What follows belongs to an exercise in optimizing a design on an open flow for small area, a short achievable clock period and few clock cycles; a production flow would make more cautious choices.
In this exercise RTL edits were held to simulation tests only and were not proved equivalent to the original.
Power is estimated from default activity; no workload was simulated.

## processor
module processor
	#(parameter WIDTH = 32)
	(
		input CLK,
		input RST,
		output [WIDTH-1:0] IF_pc,
		input  [WIDTH-1:0] IF_instr,
		output [WIDTH-1:0] MEM_mem_in,
		output [WIDTH-1:0] MEM_alu_out,
		output  [2:0] 		 MEM_MemLen,
		output 				 MEM_MemRead,
		output 						 MEM_MemWrite,
		input  [WIDTH-1:0] MEM_mem_out
	);
Size in the first run: roughly 4,800 cells after synthesis, roughly 1,200 flip-flops, roughly 170 I/O pins.
clock: 11.0 ns
lec_check: 0
cap_margin: 20
core_margin: 2
core_utilization: 55
place_density: 0.65
setup_slack_margin: 5
slew_margin: 20
run.sh (not shown) runs the stock make flow with config.mk's settings and CLKGATE_MAP_FILE= SYNTH_SCRIPT=/design/flow/synth_recipe.tcl, a recipe that flattens the netlist after the stock synthesis.
Testbench counts at the start, summed over its fixed seeds: cycles 32,266.
Change:
CORE_UTILIZATION = 70   (was 55)
PLACE_DENSITY = 0.8   (was 0.65)
What happened: Now the flow failed in global routing (5_1_grt). Area after synthesis stays the same. Synthesized cell count is unchanged.

processor, a different RTL version from the one above (not shown whole).
For scale: ~170 I/O pins, roughly 58000 um2 of cells after synthesis.
// processor
module processor
	#(parameter WIDTH = 32)
	(
		input CLK,
		input RST,
		output [WIDTH-1:0] IF_pc,
		input  [WIDTH-1:0] IF_instr,
		output [WIDTH-1:0] MEM_mem_in,
		output [WIDTH-1:0] MEM_alu_out,
		output  [2:0] 		 MEM_MemLen,
		output 				 MEM_MemRead,
		output 						 MEM_MemWrite,
		input  [WIDTH-1:0] MEM_mem_out
	);
	reg  [31:2] pc;       
	reg         xv;       
	reg  [31:0] ir;       
	reg  [31:2] xpc;      
	reg  [31:0] xa, xb;   
	reg  [4:0]  xlo;      
	reg b_reg, b_immi, b_immu, b_immb, b_four;   
	reg a_reg, a_pc;                              
	reg sub;                                      
	reg r_add, r_sll, r_slt, r_sltu, r_xor, r_srl, r_or, r_and;   
	reg sh_arith;                                 
	reg x_ld, x_st, x_br, x_jalr, x_wr, x_pred;
	assign IF_pc = {pc, 2'b00};
	wire [2:0] f3 = ir[14:12];
	wire [4:0] rd = ir[11:7];
	wire [31:0] imm_i = {{20{ir[31]}}, ir[31:20]};
	wire [31:0] imm_b = {{19{ir[31]}}, ir[31], ir[7], ir[30:25], ir[11:8], 1'b0};
	wire [31:0] imm_u = {ir[31:12], 12'b0};
  ...
Settings: LEC_CHECK=0, CAP_MARGIN=20, CORE_MARGIN=2, CORE_UTILIZATION=55, CTS_CLUSTER_DIAMETER=100, CTS_CLUSTER_SIZE=25, PLACE_DENSITY=0.65, SETUP_SLACK_MARGIN=5, SLEW_MARGIN=20, TNS_END_PERCENT=5; clock period 11.0 ns.
Testbench counts at the start, summed over its fixed seeds: cycles 32,266.
Next try:
==> flow/flow/run.sh (new file) <==
#!/bin/bash
set -euo pipefail
bash standard.sh SETUP_SLACK_MARGIN=7 \
	"BUFFER_PORTS_ARGS=-buffer_cell sky130_fd_sc_hd__buf_4" \
	finish > flow.log 2>&1
==> flow/standard.sh (new file) <==
#!/bin/bash
# synth_recipe.tcl (not shown) runs the flow's synth.tcl, then flattens the netlist and writes it again
# the make line also repeats each setting of config.mk as NAME=value (left out here)
make -C /OpenROAD-flow-scripts/flow DESIGN_CONFIG=/design/flow/config.mk WORK_HOME=/design/flow/orfs CLKGATE_MAP_FILE= SYNTH_SCRIPT=/design/flow/synth_recipe.tcl "${@:-finish}"
--- a/flow/config.mk
+++ b/flow/config.mk
@@ -9,6 +9,4 @@
 export CORE_MARGIN = 2
 export CORE_UTILIZATION = 55
-export CTS_CLUSTER_DIAMETER = 100
-export CTS_CLUSTER_SIZE = 25
 export PLACE_DENSITY = 0.65
 export SETUP_SLACK_MARGIN = 5
removed: flow/run.sh
=> Final area went up by 8.7%. Synthesized area is unchanged. Clock power went up by 68%. Global-route usage went up by 1.8 points. Critical path depth went up by 3. Power went up by 20%. Setup slack improves by 580 ps.

static timing again, ports no longer ideal:
The flow's constraints put no driver on any port. The routed layouts listed below were extracted and timed again, unchanged, in two steps. Step 1 (the two cells are an assumption about what drives the block):
set clk [get_ports {CLK}]
set_driving_cell -lib_cell sky130_fd_sc_hd__clkbuf_16 $clk
set_driving_cell -lib_cell sky130_fd_sc_hd__buf_2 [delete_from_list [all_inputs] $clk]
Step 2, shift: input delay + t, output delay - t, t = (earliest + latest rising clock arrival at the registers) / 2. This alone moves slack from input paths to output paths. Three values: ideal, step 1, step 2; two values: the first two.
| run | t, ns | setup WS [ns] | worst register clock-pin slew, ns | worst slew at a driven data input, ns | cell pins on the clock port's net |
|---|---|---|---|---|---|
| the first run of note 1 | 0.790 | 4.861 / 4.861 / 4.261 | 0.07 / 0.07 | 0.07 | 1 |
| the first run of note 2 | 0.809 | 4.784 / 4.742 / 4.021 | 0.11 / 0.11 | 0.11 | 1 |
| the second run of note 2 | 0.798 | 5.363 / 5.291 / 5.222 | 0.07 / 0.07 | 0.13 | 1 |
After both steps every run listed still meets setup and hold. The setup slack of the first run of note 2, which loses most, moves by -0.042 ns with the drivers and by -0.763 ns with both steps.
